From an optimization exercise on the open Yosys and OpenROAD flow, aimed at small area and a short achievable clock period; shortcuts taken in it are not production practice. The RTL of this run was laid out without a check of its function. Power and IR drop assume default switching activity.

--- flow/flow/run.sh ---
#!/bin/bash
# Standard ORFS layout, with the port buffers made of buf_2 cells instead of the default choice.
set -euo pipefail
bash standard.sh "BUFFER_PORTS_ARGS=-buffer_cell sky130_fd_sc_hd__buf_2" finish > make_finish.log 2>&1
--- flow/standard.sh ---
#!/bin/bash
# synth_recipe.tcl (not shown) runs the flow's synth.tcl, then flattens the netlist and writes it again
# the make line also repeats each setting of config.mk as NAME=value (left out here)
make -C /OpenROAD-flow-scripts/flow DESIGN_CONFIG=/design/flow/config.mk WORK_HOME=/design/flow/orfs CLKGATE_MAP_FILE= SYNTH_SCRIPT=/design/flow/synth_recipe.tcl "${@:-finish}"
--- flow/config.mk ---
export PLATFORM = sky130hd
export DESIGN_NAME = MACRegister
export DESIGN_NICKNAME = MACRegister
export VERILOG_FILES = /design/flow/design.v
export SDC_FILE = /design/flow/constraint.sdc
export NUM_CORES = 4
export LEC_CHECK = 0
export CAP_MARGIN = 20
export CORE_MARGIN = 2
export CORE_UTILIZATION = 40
export SETUP_SLACK_MARGIN = 1.0
export SLEW_MARGIN = 20
export SYNTH_HIERARCHICAL = 1
export SYNTH_MINIMUM_KEEP_SIZE = 0
--- flow/constraint.sdc ---
create_clock -name core_clock -period 19.0 [get_ports {clk}]
set_input_delay 3.8000 -clock core_clock [delete_from_list [all_inputs] [get_ports {clk}]]
set_output_delay 3.8000 -clock core_clock [all_outputs]
set_load 0.01 [all_outputs]
--- flow/design.v ---
`timescale 1ns / 1ps
module HalfAdder(
    input a,
    input b,
    output f,
    output carryOut
    );
    assign f = a ^ b;
    assign carryOut = a & b;
endmodule
`timescale 1ns / 1ps
module FullAdder(
    input a,
    input b,
    input carryIn,
    output sum,
    output carryOut
    );
    assign sum = a ^ b ^ carryIn;
    assign carryOut = (a & b) | (a & carryIn) | (b & carryIn);
endmodule
`timescale 1ns / 1ps
module Inv(input a, output y);
    assign y = ~a;
endmodule
module Nand2(input a, input b, output y);
    assign y = ~(a & b);
endmodule
module Nor2(input a, input b, output y);
    assign y = ~(a | b);
endmodule
module Aoi21(input a, input b, input c, output y);
    assign y = ~((a & b) | c);
endmodule
module Oai21(input a, input b, input c, output y);
    assign y = ~((a | b) & c);
endmodule
module Xor2(input a, input b, output y);
    assign y = a ^ b;
endmodule
`timescale 1ns / 1ps
module MACRegister(
    input clk,
    input rst,
    input [1:0] opcode,
    input [15:0] a,
    input [15:0] b,
    output [31:0] dataOut
    );
    reg [31:0] register;
    assign dataOut = register;
    wire mac = ~rst & (opcode == 2'd2);
    wire [31:0] base = rst ? 32'd0 : (opcode == 2'd1) ? {a, b} : register;
    wire [15:0] bg = b & {16{mac}};
    wire [31:0] rt = ~base;
    wire pp0_0 = ~(a[0] & bg[0]), pp0_1 = ~(a[0] & bg[1]), pp0_2 = ~(a[0] & bg[2]), pp0_3 = ~(a[0] & bg[3]), pp0_4 = ~(a[0] & bg[4]), pp0_5 = ~(a[0] & bg[5]), pp0_6 = ~(a[0] & bg[6]), pp0_7 = ~(a[0] & bg[7]), pp0_8 = ~(a[0] & bg[8]), pp0_9 = ~(a[0] & bg[9]), pp0_10 = ~(a[0] & bg[10]), pp0_11 = ~(a[0] & bg[11]), pp0_12 = ~(a[0] & bg[12]), pp0_13 = ~(a[0] & bg[13]), pp0_14 = ~(a[0] & bg[14]), pp0_15 = ~(a[0] & bg[15]);
    wire pp1_0 = ~(a[1] & bg[0]), pp1_1 = ~(a[1] & bg[1]), pp1_2 = ~(a[1] & bg[2]), pp1_3 = ~(a[1] & bg[3]), pp1_4 = ~(a[1] & bg[4]), pp1_5 = ~(a[1] & bg[5]), pp1_6 = ~(a[1] & bg[6]), pp1_7 = ~(a[1] & bg[7]), pp1_8 = ~(a[1] & bg[8]), pp1_9 = ~(a[1] & bg[9]), pp1_10 = ~(a[1] & bg[10]), pp1_11 = ~(a[1] & bg[11]), pp1_12 = ~(a[1] & bg[12]), pp1_13 = ~(a[1] & bg[13]), pp1_14 = ~(a[1] & bg[14]), pp1_15 = ~(a[1] & bg[15]);
    wire pp2_0 = ~(a[2] & bg[0]), pp2_1 = ~(a[2] & bg[1]), pp2_2 = ~(a[2] & bg[2]), pp2_3 = ~(a[2] & bg[3]), pp2_4 = ~(a[2] & bg[4]), pp2_5 = ~(a[2] & bg[5]), pp2_6 = ~(a[2] & bg[6]), pp2_7 = ~(a[2] & bg[7]), pp2_8 = ~(a[2] & bg[8]), pp2_9 = ~(a[2] & bg[9]), pp2_10 = ~(a[2] & bg[10]), pp2_11 = ~(a[2] & bg[11]), pp2_12 = ~(a[2] & bg[12]), pp2_13 = ~(a[2] & bg[13]), pp2_14 = ~(a[2] & bg[14]), pp2_15 = ~(a[2] & bg[15]);
    wire pp3_0 = ~(a[3] & bg[0]), pp3_1 = ~(a[3] & bg[1]), pp3_2 = ~(a[3] & bg[2]), pp3_3 = ~(a[3] & bg[3]), pp3_4 = ~(a[3] & bg[4]), pp3_5 = ~(a[3] & bg[5]), pp3_6 = ~(a[3] & bg[6]), pp3_7 = ~(a[3] & bg[7]), pp3_8 = ~(a[3] & bg[8]), pp3_9 = ~(a[3] & bg[9]), pp3_10 = ~(a[3] & bg[10]), pp3_11 = ~(a[3] & bg[11]), pp3_12 = ~(a[3] & bg[12]), pp3_13 = ~(a[3] & bg[13]), pp3_14 = ~(a[3] & bg[14]), pp3_15 = ~(a[3] & bg[15]);
    wire pp4_0 = ~(a[4] & bg[0]), pp4_1 = ~(a[4] & bg[1]), pp4_2 = ~(a[4] & bg[2]), pp4_3 = ~(a[4] & bg[3]), pp4_4 = ~(a[4] & bg[4]), pp4_5 = ~(a[4] & bg[5]), pp4_6 = ~(a[4] & bg[6]), pp4_7 = ~(a[4] & bg[7]), pp4_8 = ~(a[4] & bg[8]), pp4_9 = ~(a[4] & bg[9]), pp4_10 = ~(a[4] & bg[10]), pp4_11 = ~(a[4] & bg[11]), pp4_12 = ~(a[4] & bg[12]), pp4_13 = ~(a[4] & bg[13]), pp4_14 = ~(a[4] & bg[14]), pp4_15 = ~(a[4] & bg[15]);
    wire pp5_0 = ~(a[5] & bg[0]), pp5_1 = ~(a[5] & bg[1]), pp5_2 = ~(a[5] & bg[2]), pp5_3 = ~(a[5] & bg[3]), pp5_4 = ~(a[5] & bg[4]), pp5_5 = ~(a[5] & bg[5]), pp5_6 = ~(a[5] & bg[6]), pp5_7 = ~(a[5] & bg[7]), pp5_8 = ~(a[5] & bg[8]), pp5_9 = ~(a[5] & bg[9]), pp5_10 = ~(a[5] & bg[10]), pp5_11 = ~(a[5] & bg[11]), pp5_12 = ~(a[5] & bg[12]), pp5_13 = ~(a[5] & bg[13]), pp5_14 = ~(a[5] & bg[14]), pp5_15 = ~(a[5] & bg[15]);
    wire pp6_0 = ~(a[6] & bg[0]), pp6_1 = ~(a[6] & bg[1]), pp6_2 = ~(a[6] & bg[2]), pp6_3 = ~(a[6] & bg[3]), pp6_4 = ~(a[6] & bg[4]), pp6_5 = ~(a[6] & bg[5]), pp6_6 = ~(a[6] & bg[6]), pp6_7 = ~(a[6] & bg[7]), pp6_8 = ~(a[6] & bg[8]), pp6_9 = ~(a[6] & bg[9]), pp6_10 = ~(a[6] & bg[10]), pp6_11 = ~(a[6] & bg[11]), pp6_12 = ~(a[6] & bg[12]), pp6_13 = ~(a[6] & bg[13]), pp6_14 = ~(a[6] & bg[14]), pp6_15 = ~(a[6] & bg[15]);
    wire pp7_0 = ~(a[7] & bg[0]), pp7_1 = ~(a[7] & bg[1]), pp7_2 = ~(a[7] & bg[2]), pp7_3 = ~(a[7] & bg[3]), pp7_4 = ~(a[7] & bg[4]), pp7_5 = ~(a[7] & bg[5]), pp7_6 = ~(a[7] & bg[6]), pp7_7 = ~(a[7] & bg[7]), pp7_8 = ~(a[7] & bg[8]), pp7_9 = ~(a[7] & bg[9]), pp7_10 = ~(a[7] & bg[10]), pp7_11 = ~(a[7] & bg[11]), pp7_12 = ~(a[7] & bg[12]), pp7_13 = ~(a[7] & bg[13]), pp7_14 = ~(a[7] & bg[14]), pp7_15 = ~(a[7] & bg[15]);
    wire pp8_0 = ~(a[8] & bg[0]), pp8_1 = ~(a[8] & bg[1]), pp8_2 = ~(a[8] & bg[2]), pp8_3 = ~(a[8] & bg[3]), pp8_4 = ~(a[8] & bg[4]), pp8_5 = ~(a[8] & bg[5]), pp8_6 = ~(a[8] & bg[6]), pp8_7 = ~(a[8] & bg[7]), pp8_8 = ~(a[8] & bg[8]), pp8_9 = ~(a[8] & bg[9]), pp8_10 = ~(a[8] & bg[10]), pp8_11 = ~(a[8] & bg[11]), pp8_12 = ~(a[8] & bg[12]), pp8_13 = ~(a[8] & bg[13]), pp8_14 = ~(a[8] & bg[14]), pp8_15 = ~(a[8] & bg[15]);
    wire pp9_0 = ~(a[9] & bg[0]), pp9_1 = ~(a[9] & bg[1]), pp9_2 = ~(a[9] & bg[2]), pp9_3 = ~(a[9] & bg[3]), pp9_4 = ~(a[9] & bg[4]), pp9_5 = ~(a[9] & bg[5]), pp9_6 = ~(a[9] & bg[6]), pp9_7 = ~(a[9] & bg[7]), pp9_8 = ~(a[9] & bg[8]), pp9_9 = ~(a[9] & bg[9]), pp9_10 = ~(a[9] & bg[10]), pp9_11 = ~(a[9] & bg[11]), pp9_12 = ~(a[9] & bg[12]), pp9_13 = ~(a[9] & bg[13]), pp9_14 = ~(a[9] & bg[14]), pp9_15 = ~(a[9] & bg[15]);
    wire pp10_0 = ~(a[10] & bg[0]), pp10_1 = ~(a[10] & bg[1]), pp10_2 = ~(a[10] & bg[2]), pp10_3 = ~(a[10] & bg[3]), pp10_4 = ~(a[10] & bg[4]), pp10_5 = ~(a[10] & bg[5]), pp10_6 = ~(a[10] & bg[6]), pp10_7 = ~(a[10] & bg[7]), pp10_8 = ~(a[10] & bg[8]), pp10_9 = ~(a[10] & bg[9]), pp10_10 = ~(a[10] & bg[10]), pp10_11 = ~(a[10] & bg[11]), pp10_12 = ~(a[10] & bg[12]), pp10_13 = ~(a[10] & bg[13]), pp10_14 = ~(a[10] & bg[14]), pp10_15 = ~(a[10] & bg[15]);
    wire pp11_0 = ~(a[11] & bg[0]), pp11_1 = ~(a[11] & bg[1]), pp11_2 = ~(a[11] & bg[2]), pp11_3 = ~(a[11] & bg[3]), pp11_4 = ~(a[11] & bg[4]), pp11_5 = ~(a[11] & bg[5]), pp11_6 = ~(a[11] & bg[6]), pp11_7 = ~(a[11] & bg[7]), pp11_8 = ~(a[11] & bg[8]), pp11_9 = ~(a[11] & bg[9]), pp11_10 = ~(a[11] & bg[10]), pp11_11 = ~(a[11] & bg[11]), pp11_12 = ~(a[11] & bg[12]), pp11_13 = ~(a[11] & bg[13]), pp11_14 = ~(a[11] & bg[14]), pp11_15 = ~(a[11] & bg[15]);
    wire pp12_0 = ~(a[12] & bg[0]), pp12_1 = ~(a[12] & bg[1]), pp12_2 = ~(a[12] & bg[2]), pp12_3 = ~(a[12] & bg[3]), pp12_4 = ~(a[12] & bg[4]), pp12_5 = ~(a[12] & bg[5]), pp12_6 = ~(a[12] & bg[6]), pp12_7 = ~(a[12] & bg[7]), pp12_8 = ~(a[12] & bg[8]), pp12_9 = ~(a[12] & bg[9]), pp12_10 = ~(a[12] & bg[10]), pp12_11 = ~(a[12] & bg[11]), pp12_12 = ~(a[12] & bg[12]), pp12_13 = ~(a[12] & bg[13]), pp12_14 = ~(a[12] & bg[14]), pp12_15 = ~(a[12] & bg[15]);
    wire pp13_0 = ~(a[13] & bg[0]), pp13_1 = ~(a[13] & bg[1]), pp13_2 = ~(a[13] & bg[2]), pp13_3 = ~(a[13] & bg[3]), pp13_4 = ~(a[13] & bg[4]), pp13_5 = ~(a[13] & bg[5]), pp13_6 = ~(a[13] & bg[6]), pp13_7 = ~(a[13] & bg[7]), pp13_8 = ~(a[13] & bg[8]), pp13_9 = ~(a[13] & bg[9]), pp13_10 = ~(a[13] & bg[10]), pp13_11 = ~(a[13] & bg[11]), pp13_12 = ~(a[13] & bg[12]), pp13_13 = ~(a[13] & bg[13]), pp13_14 = ~(a[13] & bg[14]), pp13_15 = ~(a[13] & bg[15]);
    wire pp14_0 = ~(a[14] & bg[0]), pp14_1 = ~(a[14] & bg[1]), pp14_2 = ~(a[14] & bg[2]), pp14_3 = ~(a[14] & bg[3]), pp14_4 = ~(a[14] & bg[4]), pp14_5 = ~(a[14] & bg[5]), pp14_6 = ~(a[14] & bg[6]), pp14_7 = ~(a[14] & bg[7]), pp14_8 = ~(a[14] & bg[8]), pp14_9 = ~(a[14] & bg[9]), pp14_10 = ~(a[14] & bg[10]), pp14_11 = ~(a[14] & bg[11]), pp14_12 = ~(a[14] & bg[12]), pp14_13 = ~(a[14] & bg[13]), pp14_14 = ~(a[14] & bg[14]), pp14_15 = ~(a[14] & bg[15]);
    wire pp15_0 = ~(a[15] & bg[0]), pp15_1 = ~(a[15] & bg[1]), pp15_2 = ~(a[15] & bg[2]), pp15_3 = ~(a[15] & bg[3]), pp15_4 = ~(a[15] & bg[4]), pp15_5 = ~(a[15] & bg[5]), pp15_6 = ~(a[15] & bg[6]), pp15_7 = ~(a[15] & bg[7]), pp15_8 = ~(a[15] & bg[8]), pp15_9 = ~(a[15] & bg[9]), pp15_10 = ~(a[15] & bg[10]), pp15_11 = ~(a[15] & bg[11]), pp15_12 = ~(a[15] & bg[12]), pp15_13 = ~(a[15] & bg[13]), pp15_14 = ~(a[15] & bg[14]), pp15_15 = ~(a[15] & bg[15]);
    wire s1, c2, s3, c4, s5, c6, s7, c8, s9, c10, s11, c12, s13, c14, s15, c16;
    wire s17, c18, s19, c20, s21, c22, s23, c24, s25, c26, s27, c28, s29, c30, s31, c32;
    wire s33, c34, s35, c36, s37, c38, s39, c40, s41, c42, s43, c44, s45, c46, s47, c48;
    wire s49, c50, s51, c52, s53, c54, s55, c56, s57, c58, s59, c60, s61, c62, s63, c64;
    wire s65, c66, s67, c68, s69, c70, s71, c72, s73, c74, s75, c76, s77, c78, s79, c80;
    wire s81, c82, s83, c84, s85, c86, s87, c88, s89, c90, s91, c92, s93, c94, s95, c96;
    wire s97, c98, s99, c100, s101, c102, s103, c104, s105, c106, s107, c108, s109, c110, s111, c112;
    wire s113, c114, s115, c116, s117, c118, s119, c120, s121, c122, s123, c124, s125, c126, s127, c128;
    wire s129, c130, s131, c132, s133, c134, s135, c136, s137, c138, s139, c140, s141, c142, s143, c144;
    wire s145, c146, s147, c148, s149, c150, s151, c152, s153, c154, s155, c156, s157, c158, s159, c160;
    wire s161, c162, s163, c164, s165, c166, s167, c168, s169, c170, s171, c172, s173, c174, s175, c176;
    wire s177, c178, s179, c180, s181, c182, s183, c184, s185, c186, s187, c188, s189, c190, s191, c192;
    wire s193, c194, s195, c196, s197, c198, s199, c200, s201, c202, s203, c204, s205, c206, s207, c208;
    wire s209, c210, s211, c212, s213, c214, s215, c216, s217, c218, s219, c220, s221, c222, s223, c224;
    wire s225, c226, s227, c228, s229, c230, s231, c232, s233, c234, s235, c236, s237, c238, s239, c240;
    wire s241, c242, s243, c244, s245, c246, s247, c248, s249, c250, s251, c252, s253, c254, s255, c256;
    wire s257, c258, s259, c260, s261, c262, s263, c264, s265, c266, s267, c268, s269, c270, s271, c272;
    wire s273, c274, s275, c276, s277, c278, s279, c280, s281, c282, s283, c284, s285, c286, s287, c288;
    wire s289, c290, s291, c292, s293, c294, s295, c296, s297, c298, s299, c300, s301, c302, s303, c304;
    wire s305, c306, s307, c308, s309, c310, s311, c312, s313, c314, s315, c316, s317, c318, s319, c320;
    wire s321, c322, s323, c324, s325, c326, s327, c328, s329, c330, s331, c332, s333, c334, s335, c336;
    wire s337, c338, s339, c340, s341, c342, s343, c344, s345, c346, s347, c348, s349, c350, s351, c352;
    wire s353, c354, s355, c356, s357, c358, s359, c360, s361, c362, s363, c364, s365, c366, s367, c368;
    wire s369, c370, s371, c372, s373, c374, s375, c376, s377, c378, s379, c380, s381, c382, s383, c384;
    wire s385, c386, s387, c388, s389, c390, s391, c392, s393, c394, s395, c396, s397, c398, s399, c400;
    wire s401, c402, s403, c404, s405, c406, s407, c408, s409, c410, s411, c412, s413, c414, s415, c416;
    wire s417, c418, s419, c420, s421, c422, s423, c424, s425, c426, s427, c428, s429, c430, s431, c432;
    wire s433, c434, s435, c436, s437, c438, s439, c440, s441, c442, s443, c444, s445, c446, s447, c448;
    wire s449, c450, s451, c452, s453, c454, s455, c456, s457, c458, s459, c460, s461, c462, s463, c464;
    wire s465, c466, s467, c468, s469, c470, s471, c472, s473, c474, s475, c476, s477, c478, s479, c480;
    FullAdder fa0(rt[1], pp0_1, 1'b1, s1, c2);
    FullAdder fa1(rt[2], pp0_2, pp1_1, s3, c4);
    FullAdder fa2(pp2_0, c2, 1'b1, s5, c6);
    FullAdder fa3(rt[3], pp0_3, pp1_2, s7, c8);
    FullAdder fa4(pp2_1, pp3_0, c4, s9, c10);
    FullAdder fa5(s7, c6, 1'b1, s11, c12);
    FullAdder fa6(rt[4], pp0_4, pp1_3, s13, c14);
    FullAdder fa7(pp2_2, pp3_1, pp4_0, s15, c16);
    FullAdder fa8(c8, s13, s15, s17, c18);
    FullAdder fa9(c10, s17, 1'b1, s19, c20);
    FullAdder fa10(rt[5], pp0_5, pp1_4, s21, c22);
    FullAdder fa11(pp2_3, pp3_2, pp4_1, s23, c24);
    FullAdder fa12(pp5_0, c14, c16, s25, c26);
    FullAdder fa13(s21, s23, c18, s27, c28);
    FullAdder fa14(s25, s27, 1'b1, s29, c30);
    FullAdder fa15(rt[6], pp0_6, pp1_5, s31, c32);
    FullAdder fa16(pp2_4, pp3_3, pp4_2, s33, c34);
    FullAdder fa17(pp5_1, pp6_0, c22, s35, c36);
    FullAdder fa18(c24, s31, s33, s37, c38);
    FullAdder fa19(c26, s35, s37, s39, c40);
    FullAdder fa20(c28, s39, 1'b1, s41, c42);
    FullAdder fa21(rt[7], pp0_7, pp1_6, s43, c44);
    FullAdder fa22(pp2_5, pp3_4, pp4_3, s45, c46);
    FullAdder fa23(pp5_2, pp6_1, pp7_0, s47, c48);
    FullAdder fa24(c32, c34, s43, s49, c50);
    FullAdder fa25(s45, s47, c36, s51, c52);
    FullAdder fa26(c38, s49, s51, s53, c54);
    FullAdder fa27(c40, s53, 1'b1, s55, c56);
    FullAdder fa28(rt[8], pp0_8, pp1_7, s57, c58);
    FullAdder fa29(pp2_6, pp3_5, pp4_4, s59, c60);
    FullAdder fa30(pp5_3, pp6_2, pp7_1, s61, c62);
    FullAdder fa31(pp8_0, c44, c46, s63, c64);
    FullAdder fa32(c48, s57, s59, s65, c66);
    FullAdder fa33(s61, c50, s63, s67, c68);
    FullAdder fa34(s65, c52, s67, s69, c70);
    FullAdder fa35(c54, s69, 1'b1, s71, c72);
    FullAdder fa36(rt[9], pp0_9, pp1_8, s73, c74);
    FullAdder fa37(pp2_7, pp3_6, pp4_5, s75, c76);
    FullAdder fa38(pp5_4, pp6_3, pp7_2, s77, c78);
    FullAdder fa39(pp8_1, pp9_0, c58, s79, c80);
    FullAdder fa40(c60, c62, s73, s81, c82);
    FullAdder fa41(s75, s77, c64, s83, c84);
    FullAdder fa42(s79, c66, s81, s85, c86);
    FullAdder fa43(s83, c68, s85, s87, c88);
    FullAdder fa44(c70, s87, 1'b1, s89, c90);
    FullAdder fa45(rt[10], pp0_10, pp10_0, s91, c92);
    FullAdder fa46(pp1_9, pp2_8, pp3_7, s93, c94);
    FullAdder fa47(pp4_6, pp5_5, pp6_4, s95, c96);
    FullAdder fa48(pp7_3, pp8_2, pp9_1, s97, c98);
    FullAdder fa49(c74, c76, c78, s99, c100);
    FullAdder fa50(s91, s93, s95, s101, c102);
    FullAdder fa51(s97, c80, c82, s103, c104);
    FullAdder fa52(s99, s101, c84, s105, c106);
    FullAdder fa53(c86, s103, s105, s107, c108);
    FullAdder fa54(c88, s107, 1'b1, s109, c110);
    FullAdder fa55(rt[11], pp0_11, pp10_1, s111, c112);
    FullAdder fa56(pp11_0, pp1_10, pp2_9, s113, c114);
    FullAdder fa57(pp3_8, pp4_7, pp5_6, s115, c116);
    FullAdder fa58(pp6_5, pp7_4, pp8_3, s117, c118);
    FullAdder fa59(pp9_2, c92, c94, s119, c120);
    FullAdder fa60(c96, c98, s111, s121, c122);
    FullAdder fa61(s113, s115, s117, s123, c124);
    FullAdder fa62(c100, s119, c102, s125, c126);
    FullAdder fa63(s121, s123, c104, s127, c128);
    FullAdder fa64(s125, c106, s127, s129, c130);
    FullAdder fa65(c108, s129, 1'b1, s131, c132);
    FullAdder fa66(rt[12], pp0_12, pp10_2, s133, c134);
    FullAdder fa67(pp11_1, pp12_0, pp1_11, s135, c136);
    FullAdder fa68(pp2_10, pp3_9, pp4_8, s137, c138);
    FullAdder fa69(pp5_7, pp6_6, pp7_5, s139, c140);
    FullAdder fa70(pp8_4, pp9_3, c112, s141, c142);
    FullAdder fa71(c114, c116, c118, s143, c144);
    FullAdder fa72(s133, s135, s137, s145, c146);
    FullAdder fa73(s139, c120, s141, s147, c148);
    FullAdder fa74(c122, c124, s143, s149, c150);
    FullAdder fa75(s145, s147, c126, s151, c152);
    FullAdder fa76(s149, c128, s151, s153, c154);
    FullAdder fa77(c130, s153, 1'b1, s155, c156);
    FullAdder fa78(rt[13], pp0_13, pp10_3, s157, c158);
    FullAdder fa79(pp11_2, pp12_1, pp13_0, s159, c160);
    FullAdder fa80(pp1_12, pp2_11, pp3_10, s161, c162);
    FullAdder fa81(pp4_9, pp5_8, pp6_7, s163, c164);
    FullAdder fa82(pp7_6, pp8_5, pp9_4, s165, c166);
    FullAdder fa83(c134, c136, c138, s167, c168);
    FullAdder fa84(c140, s157, s159, s169, c170);
    FullAdder fa85(s161, s163, s165, s171, c172);
    FullAdder fa86(c142, c144, c146, s173, c174);
    FullAdder fa87(s167, s169, s171, s175, c176);
    FullAdder fa88(c148, c150, s173, s177, c178);
    FullAdder fa89(s175, c152, s177, s179, c180);
    FullAdder fa90(c154, s179, 1'b1, s181, c182);
    FullAdder fa91(rt[14], pp0_14, pp10_4, s183, c184);
    FullAdder fa92(pp11_3, pp12_2, pp13_1, s185, c186);
    FullAdder fa93(pp14_0, pp1_13, pp2_12, s187, c188);
    FullAdder fa94(pp3_11, pp4_10, pp5_9, s189, c190);
    FullAdder fa95(pp6_8, pp7_7, pp8_6, s191, c192);
    FullAdder fa96(pp9_5, c158, c160, s193, c194);
    FullAdder fa97(c162, c164, c166, s195, c196);
    FullAdder fa98(s183, s185, s187, s197, c198);
    FullAdder fa99(s189, s191, c168, s199, c200);
    FullAdder fa100(s193, c170, c172, s201, c202);
    FullAdder fa101(s195, s197, s199, s203, c204);
    FullAdder fa102(c174, c176, s201, s205, c206);
    FullAdder fa103(s203, c178, s205, s207, c208);
    FullAdder fa104(c180, s207, 1'b1, s209, c210);
    FullAdder fa105(rt[15], pp0_15, pp10_5, s211, c212);
    FullAdder fa106(pp11_4, pp12_3, pp13_2, s213, c214);
    FullAdder fa107(pp14_1, pp15_0, pp1_14, s215, c216);
    FullAdder fa108(pp2_13, pp3_12, pp4_11, s217, c218);
    FullAdder fa109(pp5_10, pp6_9, pp7_8, s219, c220);
    FullAdder fa110(pp8_7, pp9_6, c184, s221, c222);
    FullAdder fa111(c186, c188, c190, s223, c224);
    FullAdder fa112(c192, s211, s213, s225, c226);
    FullAdder fa113(s215, s217, s219, s227, c228);
    FullAdder fa114(c194, s221, c196, s229, c230);
    FullAdder fa115(c198, s223, s225, s231, c232);
    FullAdder fa116(s227, c200, c202, s233, c234);
    FullAdder fa117(s229, s231, c204, s235, c236);
    FullAdder fa118(c206, s233, s235, s237, c238);
    FullAdder fa119(c208, s237, 1'b1, s239, c240);
    FullAdder fa120(rt[16], pp10_6, pp11_5, s241, c242);
    FullAdder fa121(pp12_4, pp13_3, pp14_2, s243, c244);
    FullAdder fa122(pp15_1, pp1_15, pp2_14, s245, c246);
    FullAdder fa123(pp3_13, pp4_12, pp5_11, s247, c248);
    FullAdder fa124(pp6_10, pp7_9, pp8_8, s249, c250);
    FullAdder fa125(pp9_7, c212, c214, s251, c252);
    FullAdder fa126(c216, c218, c220, s253, c254);
    FullAdder fa127(s241, s243, s245, s255, c256);
    FullAdder fa128(s247, s249, c222, s257, c258);
    FullAdder fa129(s251, c224, c226, s259, c260);
    FullAdder fa130(c228, s253, s255, s261, c262);
    FullAdder fa131(s257, c230, c232, s263, c264);
    FullAdder fa132(s259, s261, c234, s265, c266);
    FullAdder fa133(s263, c236, s265, s267, c268);
    FullAdder fa134(c238, s267, 1'b1, s269, c270);
    FullAdder fa135(rt[17], pp10_7, pp11_6, s271, c272);
    FullAdder fa136(pp12_5, pp13_4, pp14_3, s273, c274);
    FullAdder fa137(pp15_2, pp2_15, pp3_14, s275, c276);
    FullAdder fa138(pp4_13, pp5_12, pp6_11, s277, c278);
    FullAdder fa139(pp7_10, pp8_9, pp9_8, s279, c280);
    FullAdder fa140(c242, c244, c246, s281, c282);
    FullAdder fa141(c248, c250, s271, s283, c284);
    FullAdder fa142(s273, s275, s277, s285, c286);
    FullAdder fa143(s279, c252, c254, s287, c288);
    FullAdder fa144(c256, s281, s283, s289, c290);
    FullAdder fa145(s285, c258, c260, s291, c292);
    FullAdder fa146(s287, c262, s289, s293, c294);
    FullAdder fa147(c264, s291, s293, s295, c296);
    FullAdder fa148(c266, s295, c268, s297, c298);
    FullAdder fa149(rt[18], pp10_8, pp11_7, s299, c300);
    FullAdder fa150(pp12_6, pp13_5, pp14_4, s301, c302);
    FullAdder fa151(pp15_3, pp3_15, pp4_14, s303, c304);
    FullAdder fa152(pp5_13, pp6_12, pp7_11, s305, c306);
    FullAdder fa153(pp8_10, pp9_9, c272, s307, c308);
    FullAdder fa154(c274, c276, c278, s309, c310);
    FullAdder fa155(c280, s299, s301, s311, c312);
    FullAdder fa156(s303, s305, s307, s313, c314);
    FullAdder fa157(c282, c284, c286, s315, c316);
    FullAdder fa158(s309, s311, c288, s317, c318);
    FullAdder fa159(s313, c290, s315, s319, c320);
    FullAdder fa160(c292, s317, c294, s321, c322);
    FullAdder fa161(s319, c296, s321, s323, c324);
    FullAdder fa162(rt[19], pp10_9, pp11_8, s325, c326);
    FullAdder fa163(pp12_7, pp13_6, pp14_5, s327, c328);
    FullAdder fa164(pp15_4, pp4_15, pp5_14, s329, c330);
    FullAdder fa165(pp6_13, pp7_12, pp8_11, s331, c332);
    FullAdder fa166(pp9_10, c300, c302, s333, c334);
    FullAdder fa167(c304, c306, s325, s335, c336);
    FullAdder fa168(s327, s329, s331, s337, c338);
    FullAdder fa169(c308, s333, c310, s339, c340);
    FullAdder fa170(c312, s335, s337, s341, c342);
    FullAdder fa171(c314, c316, s339, s343, c344);
    FullAdder fa172(s341, c318, c320, s345, c346);
    FullAdder fa173(s343, c322, s345, s347, c348);
    FullAdder fa174(rt[20], pp10_10, pp11_9, s349, c350);
    FullAdder fa175(pp12_8, pp13_7, pp14_6, s351, c352);
    FullAdder fa176(pp15_5, pp5_15, pp6_14, s353, c354);
    FullAdder fa177(pp7_13, pp8_12, pp9_11, s355, c356);
    FullAdder fa178(c326, c328, c330, s357, c358);
    FullAdder fa179(c332, s349, s351, s359, c360);
    FullAdder fa180(s353, s355, c334, s361, c362);
    FullAdder fa181(c336, s357, c338, s363, c364);
    FullAdder fa182(s359, s361, c340, s365, c366);
    FullAdder fa183(c342, s363, c344, s367, c368);
    FullAdder fa184(s365, c346, s367, s369, c370);
    FullAdder fa185(rt[21], pp10_11, pp11_10, s371, c372);
    FullAdder fa186(pp12_9, pp13_8, pp14_7, s373, c374);
    FullAdder fa187(pp15_6, pp6_15, pp7_14, s375, c376);
    FullAdder fa188(pp8_13, pp9_12, c350, s377, c378);
    FullAdder fa189(c352, c354, c356, s379, c380);
    FullAdder fa190(s371, s373, s375, s381, c382);
    FullAdder fa191(s377, c358, c360, s383, c384);
    FullAdder fa192(s379, s381, c362, s385, c386);
    FullAdder fa193(s383, c364, s385, s387, c388);
    FullAdder fa194(c366, s387, c368, s389, c390);
    FullAdder fa195(rt[22], pp10_12, pp11_11, s391, c392);
    FullAdder fa196(pp12_10, pp13_9, pp14_8, s393, c394);
    FullAdder fa197(pp15_7, pp7_15, pp8_14, s395, c396);
    FullAdder fa198(pp9_13, c372, c374, s397, c398);
    FullAdder fa199(c376, s391, s393, s399, c400);
    FullAdder fa200(s395, c378, s397, s401, c402);
    FullAdder fa201(c380, c382, s399, s403, c404);
    FullAdder fa202(c384, s401, s403, s405, c406);
    FullAdder fa203(c386, s405, c388, s407, c408);
    FullAdder fa204(rt[23], pp10_13, pp11_12, s409, c410);
    FullAdder fa205(pp12_11, pp13_10, pp14_9, s411, c412);
    FullAdder fa206(pp15_8, pp8_15, pp9_14, s413, c414);
    FullAdder fa207(c392, c394, c396, s415, c416);
    FullAdder fa208(s409, s411, s413, s417, c418);
    FullAdder fa209(c398, c400, s415, s419, c420);
    FullAdder fa210(s417, c402, c404, s421, c422);
    FullAdder fa211(s419, c406, s421, s423, c424);
    FullAdder fa212(rt[24], pp10_14, pp11_13, s425, c426);
    FullAdder fa213(pp12_12, pp13_11, pp14_10, s427, c428);
    FullAdder fa214(pp15_9, pp9_15, c410, s429, c430);
    FullAdder fa215(c412, c414, s425, s431, c432);
    FullAdder fa216(s427, s429, c416, s433, c434);
    FullAdder fa217(c418, s431, c420, s435, c436);
    FullAdder fa218(s433, c422, s435, s437, c438);
    FullAdder fa219(rt[25], pp10_15, pp11_14, s439, c440);
    FullAdder fa220(pp12_13, pp13_12, pp14_11, s441, c442);
    FullAdder fa221(pp15_10, c426, c428, s443, c444);
    FullAdder fa222(s439, s441, c430, s445, c446);
    FullAdder fa223(s443, c432, s445, s447, c448);
    FullAdder fa224(c434, s447, c436, s449, c450);
    FullAdder fa225(rt[26], pp11_15, pp12_14, s451, c452);
    FullAdder fa226(pp13_13, pp14_12, pp15_11, s453, c454);
    FullAdder fa227(c440, c442, s451, s455, c456);
    FullAdder fa228(s453, c444, s455, s457, c458);
    FullAdder fa229(c446, s457, c448, s459, c460);
    FullAdder fa230(rt[27], pp12_15, pp13_14, s461, c462);
    FullAdder fa231(pp14_13, pp15_12, c452, s463, c464);
    FullAdder fa232(c454, s461, s463, s465, c466);
    FullAdder fa233(c456, c458, s465, s467, c468);
    FullAdder fa234(rt[28], pp13_15, pp14_14, s469, c470);
    FullAdder fa235(pp15_13, c462, s469, s471, c472);
    FullAdder fa236(c464, s471, c466, s473, c474);
    FullAdder fa237(rt[29], pp14_15, pp15_14, s475, c476);
    FullAdder fa238(c470, s475, c472, s477, c478);
    FullAdder fa239(rt[30], pp15_15, c476, s479, c480);
    wire [31:0] x = {rt[31], s479, s477, s473, s467, s459, s449, c424, s423, s407, s389, c348, c324, s323, s297, c240, c210, c182, c156, c132, c110, c90, c72, c56, c42, c30, c20, c12, s9, s3, pp1_0, rt[0]};
    wire [31:0] y = {c480, c478, c474, c468, c460, c450, c438, s437, c408, c390, c370, s369, s347, c298, c270, s269, s239, s209, s181, s155, s131, s109, s89, s71, s55, s41, s29, s19, s11, s5, s1, pp0_0};
    wire [31:0] st;
    wire n481, n482, n483, n484, n485, n486, n487, n488, n489, n490, n491, n492, n493, n494, n495, n496, n497, n498, n499, n500, n501, n502, n503, n504, n505, n506, n507, n508, n509, n510, n511, n512, n513, n514, n515, n516, n517, n518, n519, n520, n521, n522, n523, n524, n525, n526, n527, n528, n529, n530, n531, n532, n533, n534, n535, n536, n537, n538, n539, n540, n541, n542, n543, n544, n545, n546, n547, n548, n549, n550, n551, n552, n553, n554, n555, n556, n557, n558, n559, n560, n561, n562, n563, n564, n565, n566, n567, n568, n569, n570, n571, n572, n573, n574, n575, n576, n577, n578, n579, n580, n581, n582, n583, n584, n585, n586, n587, n588, n589, n590, n591, n592, n593, n594, n595, n596, n597, n598, n599, n600, n601, n602, n603, n604, n605, n606, n607, n608, n609, n610, n611, n612, n613, n614, n615, n616, n617, n618, n619, n620, n621, n622, n623, n624, n625, n626, n627, n628, n629, n630, n631, n632, n633, n634, n635, n636, n637, n638, n639, n640, n641, n642, n643, n644, n645, n646, n647, n648, n649, n650, n651, n652, n653, n654, n655, n656, n657, n658, n659, n660, n661, n662, n663, n664, n665, n666, n667, n668, n669, n670, n671, n672, n673, n674, n675, n676, n677, n678, n679, n680, n681, n682, n683, n684, n685, n686, n687, n688, n689, n690, n691, n692, n693, n694, n695, n696, n697, n698;
    Nor2 u_n481(x[0], y[0], n481);
    Nand2 u_n482(x[1], y[1], n482);
    Nor2 u_n483(x[1], y[1], n483);
    Nand2 u_n484(x[2], y[2], n484);
    Nor2 u_n485(x[2], y[2], n485);
    Nand2 u_n486(x[3], y[3], n486);
    Nor2 u_n487(x[3], y[3], n487);
    Nand2 u_n488(x[4], y[4], n488);
    Nor2 u_n489(x[4], y[4], n489);
    Nand2 u_n490(x[5], y[5], n490);
    Nor2 u_n491(x[5], y[5], n491);
    Nand2 u_n492(x[6], y[6], n492);
    Nor2 u_n493(x[6], y[6], n493);
    Nand2 u_n494(x[7], y[7], n494);
    Nor2 u_n495(x[7], y[7], n495);
    Nand2 u_n496(x[8], y[8], n496);
    Nor2 u_n497(x[8], y[8], n497);
    Nand2 u_n498(x[9], y[9], n498);
    Nor2 u_n499(x[9], y[9], n499);
    Nand2 u_n500(x[10], y[10], n500);
    Nor2 u_n501(x[10], y[10], n501);
    Nand2 u_n502(x[11], y[11], n502);
    Nor2 u_n503(x[11], y[11], n503);
    Nand2 u_n504(x[12], y[12], n504);
    Nor2 u_n505(x[12], y[12], n505);
    Nand2 u_n506(x[13], y[13], n506);
    Nor2 u_n507(x[13], y[13], n507);
    Nand2 u_n508(x[14], y[14], n508);
    Nor2 u_n509(x[14], y[14], n509);
    Nand2 u_n510(x[15], y[15], n510);
    Nor2 u_n511(x[15], y[15], n511);
    Nand2 u_n512(x[16], y[16], n512);
    Nor2 u_n513(x[16], y[16], n513);
    Nand2 u_n514(x[17], y[17], n514);
    Nor2 u_n515(x[17], y[17], n515);
    Nand2 u_n516(x[18], y[18], n516);
    Nor2 u_n517(x[18], y[18], n517);
    Nand2 u_n518(x[19], y[19], n518);
    Nor2 u_n519(x[19], y[19], n519);
    Nand2 u_n520(x[20], y[20], n520);
    Nor2 u_n521(x[20], y[20], n521);
    Nand2 u_n522(x[21], y[21], n522);
    Nor2 u_n523(x[21], y[21], n523);
    Nand2 u_n524(x[22], y[22], n524);
    Nor2 u_n525(x[22], y[22], n525);
    Nand2 u_n526(x[23], y[23], n526);
    Nor2 u_n527(x[23], y[23], n527);
    Nand2 u_n528(x[24], y[24], n528);
    Nor2 u_n529(x[24], y[24], n529);
    Nand2 u_n530(x[25], y[25], n530);
    Nor2 u_n531(x[25], y[25], n531);
    Nand2 u_n532(x[26], y[26], n532);
    Nor2 u_n533(x[26], y[26], n533);
    Nand2 u_n534(x[27], y[27], n534);
    Nor2 u_n535(x[27], y[27], n535);
    Nand2 u_n536(x[28], y[28], n536);
    Nor2 u_n537(x[28], y[28], n537);
    Nand2 u_n538(x[29], y[29], n538);
    Nor2 u_n539(x[29], y[29], n539);
    Nand2 u_n540(x[30], y[30], n540);
    Nor2 u_n541(x[30], y[30], n541);
    Nand2 u_n542(x[31], y[31], n542);
    Nor2 u_n543(x[31], y[31], n543);
    Oai21 u_n544(n483, n481, n482, n544);
    Oai21 u_n545(n487, n484, n486, n545);
    Nor2 u_n546(n487, n485, n546);
    Oai21 u_n547(n491, n488, n490, n547);
    Nor2 u_n548(n491, n489, n548);
    Oai21 u_n549(n495, n492, n494, n549);
    Nor2 u_n550(n495, n493, n550);
    Oai21 u_n551(n499, n496, n498, n551);
    Nor2 u_n552(n499, n497, n552);
    Oai21 u_n553(n503, n500, n502, n553);
    Nor2 u_n554(n503, n501, n554);
    Oai21 u_n555(n507, n504, n506, n555);
    Nor2 u_n556(n507, n505, n556);
    Oai21 u_n557(n511, n508, n510, n557);
    Nor2 u_n558(n511, n509, n558);
    Oai21 u_n559(n515, n512, n514, n559);
    Nor2 u_n560(n515, n513, n560);
    Oai21 u_n561(n519, n516, n518, n561);
    Nor2 u_n562(n519, n517, n562);
    Oai21 u_n563(n523, n520, n522, n563);
    Nor2 u_n564(n523, n521, n564);
    Oai21 u_n565(n527, n524, n526, n565);
    Nor2 u_n566(n527, n525, n566);
    Oai21 u_n567(n531, n528, n530, n567);
    Nor2 u_n568(n531, n529, n568);
    Oai21 u_n569(n535, n532, n534, n569);
    Nor2 u_n570(n535, n533, n570);
    Oai21 u_n571(n539, n536, n538, n571);
    Nor2 u_n572(n539, n537, n572);
    Oai21 u_n573(n543, n540, n542, n573);
    Nor2 u_n574(n543, n541, n574);
    Inv u_n575(n544, n575);
    Oai21 u_n576(n485, n575, n484, n576);
    Aoi21 u_n577(n546, n544, n545, n577);
    Inv u_n578(n547, n578);
    Oai21 u_n579(n493, n578, n492, n579);
    Inv u_n580(n548, n580);
    Nor2 u_n581(n493, n580, n581);
    Aoi21 u_n582(n550, n547, n549, n582);
    Nand2 u_n583(n550, n548, n583);
    Inv u_n584(n551, n584);
    Oai21 u_n585(n501, n584, n500, n585);
    Inv u_n586(n552, n586);
    Nor2 u_n587(n501, n586, n587);
    Aoi21 u_n588(n554, n551, n553, n588);
    Nand2 u_n589(n554, n552, n589);
    Inv u_n590(n555, n590);
    Oai21 u_n591(n509, n590, n508, n591);
    Inv u_n592(n556, n592);
    Nor2 u_n593(n509, n592, n593);
    Aoi21 u_n594(n558, n555, n557, n594);
    Nand2 u_n595(n558, n556, n595);
    Inv u_n596(n559, n596);
    Oai21 u_n597(n517, n596, n516, n597);
    Inv u_n598(n560, n598);
    Nor2 u_n599(n517, n598, n599);
    Aoi21 u_n600(n562, n559, n561, n600);
    Nand2 u_n601(n562, n560, n601);
    Inv u_n602(n563, n602);
    Oai21 u_n603(n525, n602, n524, n603);
    Inv u_n604(n564, n604);
    Nor2 u_n605(n525, n604, n605);
    Aoi21 u_n606(n566, n563, n565, n606);
    Nand2 u_n607(n566, n564, n607);
    Inv u_n608(n567, n608);
    Oai21 u_n609(n533, n608, n532, n609);
    Inv u_n610(n568, n610);
    Nor2 u_n611(n533, n610, n611);
    Aoi21 u_n612(n570, n567, n569, n612);
    Nand2 u_n613(n570, n568, n613);
    Inv u_n614(n571, n614);
    Oai21 u_n615(n541, n614, n540, n615);
    Inv u_n616(n572, n616);
    Nor2 u_n617(n541, n616, n617);
    Aoi21 u_n618(n574, n571, n573, n618);
    Nand2 u_n619(n574, n572, n619);
    Oai21 u_n620(n489, n577, n488, n620);
    Inv u_n621(n577, n621);
    Aoi21 u_n622(n548, n621, n547, n622);
    Aoi21 u_n623(n581, n621, n579, n623);
    Oai21 u_n624(n583, n577, n582, n624);
    Oai21 u_n625(n505, n588, n504, n625);
    Nor2 u_n626(n505, n589, n626);
    Inv u_n627(n588, n627);
    Aoi21 u_n628(n556, n627, n555, n628);
    Inv u_n629(n589, n629);
    Nand2 u_n630(n556, n629, n630);
    Aoi21 u_n631(n593, n627, n591, n631);
    Nand2 u_n632(n593, n629, n632);
    Oai21 u_n633(n595, n588, n594, n633);
    Nor2 u_n634(n595, n589, n634);
    Oai21 u_n635(n521, n600, n520, n635);
    Nor2 u_n636(n521, n601, n636);
    Inv u_n637(n600, n637);
    Aoi21 u_n638(n564, n637, n563, n638);
    Inv u_n639(n601, n639);
    Nand2 u_n640(n564, n639, n640);
    Aoi21 u_n641(n605, n637, n603, n641);
    Nand2 u_n642(n605, n639, n642);
    Oai21 u_n643(n607, n600, n606, n643);
    Nor2 u_n644(n607, n601, n644);
    Oai21 u_n645(n537, n612, n536, n645);
    Nor2 u_n646(n537, n613, n646);
    Inv u_n647(n612, n647);
    Aoi21 u_n648(n572, n647, n571, n648);
    Inv u_n649(n613, n649);
    Nand2 u_n650(n572, n649, n650);
    Aoi21 u_n651(n617, n647, n615, n651);
    Nand2 u_n652(n617, n649, n652);
    Oai21 u_n653(n619, n612, n618, n653);
    Nor2 u_n654(n619, n613, n654);
    Inv u_n655(n624, n655);
    Oai21 u_n656(n497, n655, n496, n656);
    Aoi21 u_n657(n552, n624, n551, n657);
    Aoi21 u_n658(n587, n624, n585, n658);
    Oai21 u_n659(n589, n655, n588, n659);
    Aoi21 u_n660(n626, n624, n625, n660);
    Oai21 u_n661(n630, n655, n628, n661);
    Oai21 u_n662(n632, n655, n631, n662);
    Aoi21 u_n663(n634, n624, n633, n663);
    Inv u_n664(n643, n664);
    Oai21 u_n665(n529, n664, n528, n665);
    Inv u_n666(n644, n666);
    Nor2 u_n667(n529, n666, n667);
    Aoi21 u_n668(n568, n643, n567, n668);
    Nand2 u_n669(n568, n644, n669);
    Aoi21 u_n670(n611, n643, n609, n670);
    Nand2 u_n671(n611, n644, n671);
    Oai21 u_n672(n613, n664, n612, n672);
    Nor2 u_n673(n613, n666, n673);
    Aoi21 u_n674(n646, n643, n645, n674);
    Nand2 u_n675(n646, n644, n675);
    Oai21 u_n676(n650, n664, n648, n676);
    Nor2 u_n677(n650, n666, n677);
    Oai21 u_n678(n652, n664, n651, n678);
    Nor2 u_n679(n652, n666, n679);
    Aoi21 u_n680(n654, n643, n653, n680);
    Nand2 u_n681(n654, n644, n681);
    Oai21 u_n682(n513, n663, n512, n682);
    Inv u_n683(n663, n683);
    Aoi21 u_n684(n560, n683, n559, n684);
    Aoi21 u_n685(n599, n683, n597, n685);
    Oai21 u_n686(n601, n663, n600, n686);
    Aoi21 u_n687(n636, n683, n635, n687);
    Oai21 u_n688(n640, n663, n638, n688);
    Oai21 u_n689(n642, n663, n641, n689);
    Aoi21 u_n690(n644, n683, n643, n690);
    Aoi21 u_n691(n667, n683, n665, n691);
    Oai21 u_n692(n669, n663, n668, n692);
    Oai21 u_n693(n671, n663, n670, n693);
    Aoi21 u_n694(n673, n683, n672, n694);
    Oai21 u_n695(n675, n663, n674, n695);
    Aoi21 u_n696(n677, n683, n676, n696);
    Aoi21 u_n697(n679, n683, n678, n697);
    Oai21 u_n698(n681, n663, n680, n698);
    wire [31:0] p;
    Xor2 u_p0(x[0], y[0], p[0]);
    Xor2 u_p1(x[1], y[1], p[1]);
    Xor2 u_p2(x[2], y[2], p[2]);
    Xor2 u_p3(x[3], y[3], p[3]);
    Xor2 u_p4(x[4], y[4], p[4]);
    Xor2 u_p5(x[5], y[5], p[5]);
    Xor2 u_p6(x[6], y[6], p[6]);
    Xor2 u_p7(x[7], y[7], p[7]);
    Xor2 u_p8(x[8], y[8], p[8]);
    Xor2 u_p9(x[9], y[9], p[9]);
    Xor2 u_p10(x[10], y[10], p[10]);
    Xor2 u_p11(x[11], y[11], p[11]);
    Xor2 u_p12(x[12], y[12], p[12]);
    Xor2 u_p13(x[13], y[13], p[13]);
    Xor2 u_p14(x[14], y[14], p[14]);
    Xor2 u_p15(x[15], y[15], p[15]);
    Xor2 u_p16(x[16], y[16], p[16]);
    Xor2 u_p17(x[17], y[17], p[17]);
    Xor2 u_p18(x[18], y[18], p[18]);
    Xor2 u_p19(x[19], y[19], p[19]);
    Xor2 u_p20(x[20], y[20], p[20]);
    Xor2 u_p21(x[21], y[21], p[21]);
    Xor2 u_p22(x[22], y[22], p[22]);
    Xor2 u_p23(x[23], y[23], p[23]);
    Xor2 u_p24(x[24], y[24], p[24]);
    Xor2 u_p25(x[25], y[25], p[25]);
    Xor2 u_p26(x[26], y[26], p[26]);
    Xor2 u_p27(x[27], y[27], p[27]);
    Xor2 u_p28(x[28], y[28], p[28]);
    Xor2 u_p29(x[29], y[29], p[29]);
    Xor2 u_p30(x[30], y[30], p[30]);
    Xor2 u_p31(x[31], y[31], p[31]);
    assign st[0] = p[0] ^ 1'b1;
    assign st[1] = p[1] ^ ~n481;
    assign st[2] = p[2] ^ n544;
    assign st[3] = p[3] ^ n576;
    assign st[4] = p[4] ^ ~n577;
    assign st[5] = p[5] ^ n620;
    assign st[6] = p[6] ^ ~n622;
    assign st[7] = p[7] ^ ~n623;
    assign st[8] = p[8] ^ n624;
    assign st[9] = p[9] ^ n656;
    assign st[10] = p[10] ^ ~n657;
    assign st[11] = p[11] ^ ~n658;
    assign st[12] = p[12] ^ n659;
    assign st[13] = p[13] ^ ~n660;
    assign st[14] = p[14] ^ n661;
    assign st[15] = p[15] ^ n662;
    assign st[16] = p[16] ^ ~n663;
    assign st[17] = p[17] ^ n682;
    assign st[18] = p[18] ^ ~n684;
    assign st[19] = p[19] ^ ~n685;
    assign st[20] = p[20] ^ n686;
    assign st[21] = p[21] ^ ~n687;
    assign st[22] = p[22] ^ n688;
    assign st[23] = p[23] ^ n689;
    assign st[24] = p[24] ^ ~n690;
    assign st[25] = p[25] ^ ~n691;
    assign st[26] = p[26] ^ n692;
    assign st[27] = p[27] ^ n693;
    assign st[28] = p[28] ^ ~n694;
    assign st[29] = p[29] ^ n695;
    assign st[30] = p[30] ^ ~n696;
    assign st[31] = p[31] ^ ~n697;
    always @ (posedge clk)
        register <= ~st;
endmodule
==> summary.txt <==
worst skew pair latency: 0.30 ns
critical path endpoint category: flip-flop
number of flip-flops in the largest register: 32
unrepaired setup endpoints after global routing: no
final net count: 1282
switching share of power: 50.6%
Setup TNS: 0 ns
CTS HTree Levels: 2
commonest non-fill, non-tap cell in the layout: nand2_1
Slew Viols, Final: 0
Synth Register Bits: 32
Fmax: 97.6 MHz
Post-Synthesis Cell Area: 9430 µm²
core footprint: 23300 µm²
final worst-path cycle share: 53.9%
hold_buf cts: 0
Pre-antenna DRT Iters: 5
final worst clock skew: 0.00431 ns
cell area after placement: 9780 µm²
Die W: 158 µm
largest net degree at the start of global routing: 50
worst hold path class: flip-flop to flip-flop
pwr dens: 76.6 nW/µm²
biggest regs: register: 32 flops
Routed Antenna Nets: 0
GRT Total Usage: 21.3%
Reg clk slew, reported paths: 0.06 ns
clock root buffer: clkbuf_16
antenna cells: 0
Area Growth Syn to Fin: 5.35%
Mapped Avg Cell Area: 9.64 µm²
Synth Instances: 978
WS Path Type: input port to flip-flop
drt initial violations: 412
P_int: 376 µW
final setup fails: 0
commonest non-fill, non-tap cells in the layout: nand2_1, fa_1, buf_2
# port buffers: 67
setup repair bufs after CTS: 0
worst setup margin: 8.75 ns
DR vias/cell: 5.17
Clk pwr share: 12.1%
critical path fanouts, max: 34
Most flops, register: register
row cnt: 56
sequential share of the synthesized area: 6.79%
initial antenna violation count: 0
Die Area: 24800 µm²
pre-CTS setup slack: 8.50 ns
Flop pwr share: 16.7%
post_cts resized: 0
WHS Path Cells: 2
vias in the first global route: 7386
Final Hold Violating Endpoints: 0
layout cells sized above 1: 17.2%
Die Span Y: 158 µm
Final HPWL DP: 19.3 mm
Top Ports: 68
Yosys cell types: 27
WL/cell: 18.6 µm
Final Critical Period: 10.25 ns
CP Launch Type: input port
Placer Congestion: 0.881
static leakage: 2.69 nW
Starting Density: 40.4%
Least-Margin Pin Slew: 0.975 ns
routed vias: 6852
clock sink total: 32
critical path arrival: 10.43 ns
Syn. warnings: 7
gr ovfl total: 0
Combinational Power Share: 71.2%
max_cap viols: 0
Worst R2R Path Depth: 16
final core occ: 42.6%
final WL: 24.7 mm
status: finished clean
Worst EP required: 19.19 ns
Post-Layout Inst Area: 9930 µm²
Max rail drop VDD: 0.0495 mV
CTS tree: yes
first-pass GRT wire length: 40.0 mm
CTS Buffer Depth: 2
Switch Pwr: 385 µW
Rel. slew slack: 35.0%
TritonCTS buffer count: 5
# DRC: 0
[synthesized netlist by cell type]
cell      count  area, µm²
nand2_1     256        961
fa_1        240       4800
nor2_1       61        229
xor2_1       48        420
nand2_2      45        282
o21ai_1      45        225
buf_2        42        210
dfxtp_1      32        641
nor2b_1      32        200
a21oi_2      30        263
inv_1        27        101
buf_6        23        259
a31oi_1      16        100
mux2i_1      16        160
nor4bb_1     16        160
xnor2_1      15        131
and3b_1      12        105
clkbuf_1      5       18.8
and3b_2       4       40.0
clkbuf_2      4       20.0
buf_12        2       40.0
buf_4         2       15.0
buf_1         1       3.75
buf_8         1       15.0
conb_1        1       3.75
nand2b_1      1       6.26
nor2b_4       1       13.8
[power by group through the flow]
| stage | registers, mW | clock network (mW) | logic [mW] |
|---|---|---|---|
| after floorplan | 0.130 | 0 | 0.406 |
| after global placement | 0.128 | 0 | 0.536 |
| after detailed placement | 0.128 | 0 | 0.544 |
| after CTS | 0.127 | 0.0958 | 0.549 |
| after global routing | 0.130 | 0.0963 | 0.611 |
| final | 0.127 | 0.0924 | 0.542 |
[through the flow]
| stage | cells | total power [mW] | hold WS [ns] |
|---|---|---|---|
| after CTS | 1325 | 0.771 | 0.633 |
| after global routing | 1325 | 0.837 | 0.699 |
| after global placement | 1318 | 0.665 | 0.617 |
| after floorplan | 993 | 0.536 | 0.631 |
| after detailed placement | 1318 | 0.671 | 0.598 |
| final | 1325 | 0.761 | 0.652 |
[modules after synthesis (local to each module, per instance)]
module | cell area [µm²] | flip-flops and latches | cells inside | copies in the design
Nor2 | 3.75 | 0 | 1 | 61
Aoi21 | 8.76 | 0 | 1 | 30
Inv | 3.75 | 0 | 1 | 26
Nand2 | 3.75 | 0 | 1 | 45
MACRegister | 3360 | 32 | 499 | 1
Oai21 | 5.00 | 0 | 1 | 45
FullAdder | 20.0 | 0 | 1 | 240
Xor2 | 8.76 | 0 | 1 | 32
[kinds of logic after synthesis]
family          after synthesis  share of synthesized area, %
compound gates               91                          6.24
xor+xnor                     63                          5.85
fa+ha+maj                   240                          51.0
buf+inv                     107                          7.25
flops                        32                          6.79
mux                          16                          1.70
other cells                   1                        0.0398
simple gates                428                          21.2
[per-layer routing]
metal	vias up	GRT usage, %	share of wire (%)
met5	-	0.828	0
met4	0	9.61	4.6
met3	68	3.41	5.9
met2	256	35.5	49
met1	3475	27.3	40
li1	3053	-	-
[area by class of cell]
type / count / area, µm²
Clock buffer: 7 / 153
Fill cell: 2268 / 13400
Inverter: 27 / 101
Multi-Input combinational cell: 854 / 8160
Sequential cell: 32 / 641
Tap cell: 319 / 399
Timing Repair Buffer: 86 / 478
[final timing paths]
check,startpoint,end,slack [ns]
setup / recovery,opcode[1],register[31],8.75
hold / removal,register[0],register[0],0.65
setup reg to reg,register[13],register[31],13.12
hold reg to reg,register[0],register[0],0.65
[worst max-delay path, stage by stage]
cell,delay (ns)
buf_2,0.40
and3b_1,0.86
nand2_1,0.19
fa_1,0.47
fa_1,0.48
fa_1,0.47
fa_1,0.39
fa_1,0.50
fa_1,0.43
fa_1,0.57
nand2_1,0.09
o21ai_1,0.39
a21oi_2,0.16
o21ai_1,0.57
inv_1,0.21
o21ai_1,0.22
a21oi_2,0.05
xor2_1,0.15

==> what the ideal ports hide <==
The flow's constraints put no driver on any port. The routed layout listed below was extracted and timed again, unchanged, in two steps.
Step 1 sets driving cells, clkbuf_16 on the clock port and buf_2 on the other inputs (assumed; they add their load-dependent delay and slew).
Step 2 times the ports against the registers' clock, not the clock port: input delays grow and output delays shrink by t, the midpoint of the rising clock arrivals with the driver on.
a / b / c = ideal ports / drivers / drivers and shift; a / b = the first two.
t, ns: 0.348
setup WS [ns]: 8.754 / 8.774 / 8.426
worst setup path at the end: input to register
After both steps setup and hold are still met in this run. For this run, drivers alone change the setup slack by +0.020 ns; drivers and shift together by -0.328 ns.
